This is an optimization exercise on Yosys and OpenROAD, whose aim is small area and a short achievable clock period, not a production implementation. Where RTL was checked, it was by simulation tests only, not by an equivalence proof against the original. Power and IR drop assume default switching activity.

==> module barrel_shifter, before the edit <==
module barrel_shifter (
    input  logic        i_clk,
    input  logic        i_signed,
    input  logic        i_shift_left,
    input  logic [4:0]  i_shift_amt,
    input  logic [31:0] i_data,
    output logic [31:0] o_data
);
    logic left, s4, fill;
    assign left = i_shift_left;
    assign s4   = i_shift_amt[4];
    assign fill = i_signed & i_data[31];
    logic left_n, left_nc, s4_n, fill_n, lf_n, sr1_n, sl0_n, cm, ch;
    logic [1:0] sr0_n;    
    logic [1:0] sl1_n;    
    bs_inv   u_left_n (.a(left), .y(left_n));
    bs_inv   u_left_nc (.a(left), .y(left_nc));
    bs_inv   u_s4_n   (.a(s4), .y(s4_n));
    bs_nand2 u_sr0_n0 (.a(left_n), .b(s4_n), .y(sr0_n[0]));
    bs_nand2 u_sr0_n1 (.a(left_n), .b(s4_n), .y(sr0_n[1]));
    bs_nand2 u_sr1_n  (.a(left_n), .b(s4), .y(sr1_n));
    bs_nand2 u_sl0_n  (.a(left), .b(s4), .y(sl0_n));
    bs_nand2 u_sl1_n0 (.a(left), .b(s4_n), .y(sl1_n[0]));
    bs_nand2 u_sl1_n1 (.a(left), .b(s4_n), .y(sl1_n[1]));
    bs_nand2 u_fill_n (.a(i_signed), .b(i_data[31]), .y(fill_n));
    bs_nand3 u_lf_n   (.a(left_n), .b(i_signed), .c(i_data[31]), .y(lf_n));
    bs_nand2 u_cm     (.a(s4), .b(lf_n), .y(cm));
    bs_nand2 u_ch     (.a(left_n), .b(fill_n), .y(ch));
    logic [3:0] ax, ax_n, a, a_n;
    for (genvar t = 0; t < 4; t++) begin : g_sel
        bs_xor2  u_x  (.a(i_shift_amt[t]), .b(left), .y(ax[t]));
        bs_inv   u_xn (.a(ax[t]), .y(ax_n[t]));
        bs_inv   u_a  (.a(ax_n[t]), .y(a[t]));
        bs_inv   u_an (.a(ax[t]),   .y(a_n[t]));
    end
    logic [46:0] v16_n;
    logic [38:0] v8;
    logic [34:0] v4_n;
    logic [32:0] v2;
    logic [31:0] res_n;
    logic [31:0] q_n;
    for (genvar i = 0; i < 15; i++) begin : g_s16_lo
        bs_oai221 u (.a(i_data[i]), .sa_n(sr0_n[0]), .b(i_data[i+16]), .sb_n(sr1_n), .c(left_nc),
                     .y(v16_n[i]));
    end
    assign v16_n[15] = ~((i_data[15] & ~left & ~s4) | (i_data[31] & ~left & s4) | (i_data[0] & left & ~s4));
    for (genvar i = 16; i < 31; i++) begin : g_s16_mid
        bs_oai221 u (.a(i_data[i]), .sa_n(sr0_n[1]), .b(i_data[i-15]), .sb_n(sl1_n[0]),
                     .c(cm), .y(v16_n[i]));
    end
    assign v16_n[31] = ~((i_data[31] & ~left & ~s4) | (fill & ~left & s4) | (i_data[0] & left & s4)
                         | (i_data[16] & left & ~s4));
    for (genvar i = 32; i < 47; i++) begin : g_s16_hi
        bs_oai221 u (.a(i_data[i-31]), .sa_n(sl0_n), .b(i_data[i-15]), .sb_n(sl1_n[1]),
                     .c(ch), .y(v16_n[i]));
    end
    for (genvar i = 0; i < 39; i++) begin : g_s8
        bs_mux_n u (.a(v16_n[i]), .sa_n(a[3]), .b(v16_n[i+8]), .sb_n(a_n[3]), .y(v8[i]));
    end
    for (genvar i = 0; i < 35; i++) begin : g_s4
        bs_mux_n u (.a(v8[i]), .sa_n(a[2]), .b(v8[i+4]), .sb_n(a_n[2]), .y(v4_n[i]));
    end
    for (genvar i = 0; i < 33; i++) begin : g_s2
        bs_mux_n u (.a(v4_n[i]), .sa_n(a[1]), .b(v4_n[i+2]), .sb_n(a_n[1]), .y(v2[i]));
    end
    for (genvar i = 0; i < 32; i++) begin : g_s1
        bs_mux_n u (.a(v2[i]), .sa_n(a[0]), .b(v2[i+1]), .sb_n(a_n[0]), .y(res_n[i]));
    end
    always_ff @(posedge i_clk) q_n <= res_n;
    assign o_data = ~q_n;
endmodule
==> module bs_nand3, before the edit <==
module bs_nand3 (input logic a, b, c, output logic y);
    assign y = ~(a & b & c);
endmodule
Settings: LEC_CHECK=0, CAP_MARGIN=20, CORE_MARGIN=2, CORE_UTILIZATION=65, GPL_TIMING_DRIVEN=0, SLEW_MARGIN=20, SYNTH_HIERARCHICAL=1, SYNTH_MINIMUM_KEEP_SIZE=0; clock period 3.5 ns.
standard.sh (not shown) runs the stock make flow with config.mk's settings and CLKGATE_MAP_FILE= SYNTH_SCRIPT=/design/flow/synth_recipe.tcl, a recipe that flattens the netlist after the stock synthesis.
==> flow/flow/run.sh <==
#!/bin/bash
set -e
here=$(pwd)
export BUFFER_PORTS_ARGS="-buffer_cell sky130_fd_sc_hd__buf_1"
export POST_FLOORPLAN_TCL="$here/flow/post_floorplan.tcl"
export PRE_RESIZE_TCL="$here/flow/pre_resize.tcl"
bash standard.sh > standard.log 2>&1
Other scripts of this flow, unchanged in this note and not shown: flow/flow/post_floorplan.tcl, flow/flow/pre_resize.tcl, flow/flow/sizing.tcl
Then changed:
==> flow/design.v (replaced) <==
module barrel_shifter (
    input  logic        i_clk,
    input  logic        i_signed,
    input  logic        i_shift_left,
    input  logic [4:0]  i_shift_amt,
    input  logic [31:0] i_data,
    output logic [31:0] o_data
);
    logic left, s4, fill, fill_n, cm_n;
    assign left = i_shift_left;
    assign s4   = i_shift_amt[4];
    assign fill = i_signed & i_data[31];
    logic sr0, sr1, sr0_n, sl0_n, cm, ch;
    logic [1:0] sl1_n;    
    bs_nor2  u_sr0   (.a(left), .b(s4), .y(sr0));
    bs_andn  u_sr1   (.a(s4), .b_n(left), .y(sr1));
    bs_or2   u_sr0_n (.a(left), .b(s4), .y(sr0_n));
    bs_nand2 u_sl0_n (.a(left), .b(s4), .y(sl0_n));
    bs_orn   u_sl1_n0 (.a(s4), .b_n(left), .y(sl1_n[0]));
    bs_orn   u_sl1_n1 (.a(s4), .b_n(left), .y(sl1_n[1]));
    bs_nand3b u_cm_n (.a_n(left), .b(i_signed), .c(i_data[31]), .y(cm_n));
    bs_nand2  u_cm   (.a(s4), .b(cm_n), .y(cm));
    bs_nand2  u_fl_n (.a(i_signed), .b(i_data[31]), .y(fill_n));
    bs_nand2b u_ch   (.a_n(left), .b(fill_n), .y(ch));
    logic [3:0] ax, ax_n, a, a_n;
    for (genvar t = 0; t < 4; t++) begin : g_sel
        bs_xor2  u_x  (.a(i_shift_amt[t]), .b(left), .y(ax[t]));
        bs_xnor2 u_xn (.a(i_shift_amt[t]), .b(left), .y(ax_n[t]));
        bs_inv   u_a  (.a(ax_n[t]), .y(a[t]));
        bs_inv   u_an (.a(ax[t]),   .y(a_n[t]));
    end
    logic [46:0] v16_n;
    logic [38:0] v8;
    logic [34:0] v4_n;
    logic [32:0] v2;
    logic [31:0] res_n;
    logic [31:0] q_n;
    for (genvar i = 0; i < 15; i++) begin : g_s16_lo
        bs_aoi22 u (.a(i_data[i]), .sa(sr0), .b(i_data[i+16]), .sb(sr1), .y(v16_n[i]));
    end
    assign v16_n[15] = ~((i_data[15] & ~left & ~s4) | (i_data[31] & ~left & s4) | (i_data[0] & left & ~s4));
    for (genvar i = 16; i < 31; i++) begin : g_s16_mid
        bs_oai221 u (.a(i_data[i]), .sa_n(sr0_n), .b(i_data[i-15]), .sb_n(sl1_n[0]),
                     .c(cm), .y(v16_n[i]));
    end
    assign v16_n[31] = ~((i_data[31] & ~left & ~s4) | (fill & ~left & s4) | (i_data[0] & left & s4)
                         | (i_data[16] & left & ~s4));
    for (genvar i = 32; i < 47; i++) begin : g_s16_hi
        bs_oai221 u (.a(i_data[i-31]), .sa_n(sl0_n), .b(i_data[i-15]), .sb_n(sl1_n[1]),
                     .c(ch), .y(v16_n[i]));
    end
    for (genvar i = 0; i < 39; i++) begin : g_s8
        bs_mux_n u (.a(v16_n[i]), .sa_n(a[3]), .b(v16_n[i+8]), .sb_n(a_n[3]), .y(v8[i]));
    end
    for (genvar i = 0; i < 35; i++) begin : g_s4
        bs_mux_n u (.a(v8[i]), .sa_n(a[2]), .b(v8[i+4]), .sb_n(a_n[2]), .y(v4_n[i]));
    end
    for (genvar i = 0; i < 33; i++) begin : g_s2
        bs_mux_n u (.a(v4_n[i]), .sa_n(a[1]), .b(v4_n[i+2]), .sb_n(a_n[1]), .y(v2[i]));
    end
    for (genvar i = 0; i < 32; i++) begin : g_s1
        bs_mux_n u (.a(v2[i]), .sa_n(a[0]), .b(v2[i+1]), .sb_n(a_n[0]), .y(res_n[i]));
    end
    always_ff @(posedge i_clk) q_n <= res_n;
    assign o_data = ~q_n;
endmodule
module bs_mux_n (input logic a, sa_n, b, sb_n, output logic y);
    assign y = ~((a | sa_n) & (b | sb_n));
endmodule
module bs_aoi22 (input logic a, sa, b, sb, output logic y);
    assign y = ~((a & sa) | (b & sb));
endmodule
module bs_oai221 (input logic a, sa_n, b, sb_n, c, output logic y);
    assign y = ~((a | sa_n) & (b | sb_n) & c);
endmodule
module bs_inv (input logic a, output logic y);
    assign y = ~a;
endmodule
module bs_nor2 (input logic a, b, output logic y);
    assign y = ~(a | b);
endmodule
module bs_or2 (input logic a, b, output logic y);
    assign y = a | b;
endmodule
module bs_nand2 (input logic a, b, output logic y);
    assign y = ~(a & b);
endmodule
module bs_andn (input logic a, b_n, output logic y);
    assign y = a & ~b_n;
endmodule
module bs_orn (input logic a, b_n, output logic y);
    assign y = a | ~b_n;
endmodule
module bs_xor2 (input logic a, b, output logic y);
    assign y = a ^ b;
endmodule
module bs_xnor2 (input logic a, b, output logic y);
    assign y = ~(a ^ b);
endmodule
module bs_nand3b (input logic a_n, b, c, output logic y);
    assign y = ~(~a_n & b & c);
endmodule
module bs_nand2b (input logic a_n, b, output logic y);
    assign y = ~(~a_n & b);
endmodule
Result:
- design area rises by 0.72%
- sequential power is about the same
- synthesized cell count came out lower by about 1%
- via count fell by 1.4%
- wire length shrinks by 5.7%
- power drops by 2.6%
- synthesized area barely changes
- worst setup slack gains 97 ps
- non-clock buffer count is unchanged
- combinational power is lower by about 2%
- count of clock-buffer cells in the layout falls by 2
- utilization grows by 0.55 points
- die area hardly moves
- sequential share of layout area goes down by 0.16 points
Only the layout flow was run in the first run of this note; the RTL was not checked for function there.

## port drivers added, routing unchanged
In the flow no input, the clock included, has a driving cell. The finished layouts below were timed again as built, in two steps. Step 1 assumes that a clkbuf_16 drives the clock port and a buf_2 every other input. Step 2 adds t to the input delays and takes it off the output delays; t is the mean of the earliest and latest rising clock arrival at the registers after step 1. Input paths then give back, and output paths get back, about the clock's delay inside the block. a / b / c = ideal / step 1 / step 2; a / b = the first two.
run	t (ns)	setup slack, ns	latest minus earliest clock arrival (ns)	worst register clock-pin slew, ns	cell pins on the clock port's net
the first run	0.315	1.243 / 1.249 / 0.935	0.011 / 0.011	0.08 / 0.08	1
the second run	0.308	1.340 / 1.330 / 1.021	0.009 / 0.009	0.08 / 0.08	1
After both steps every run listed still meets setup and hold. The setup slack of the second run, which loses most, moves by -0.010 ns with the drivers and by -0.319 ns with both steps.
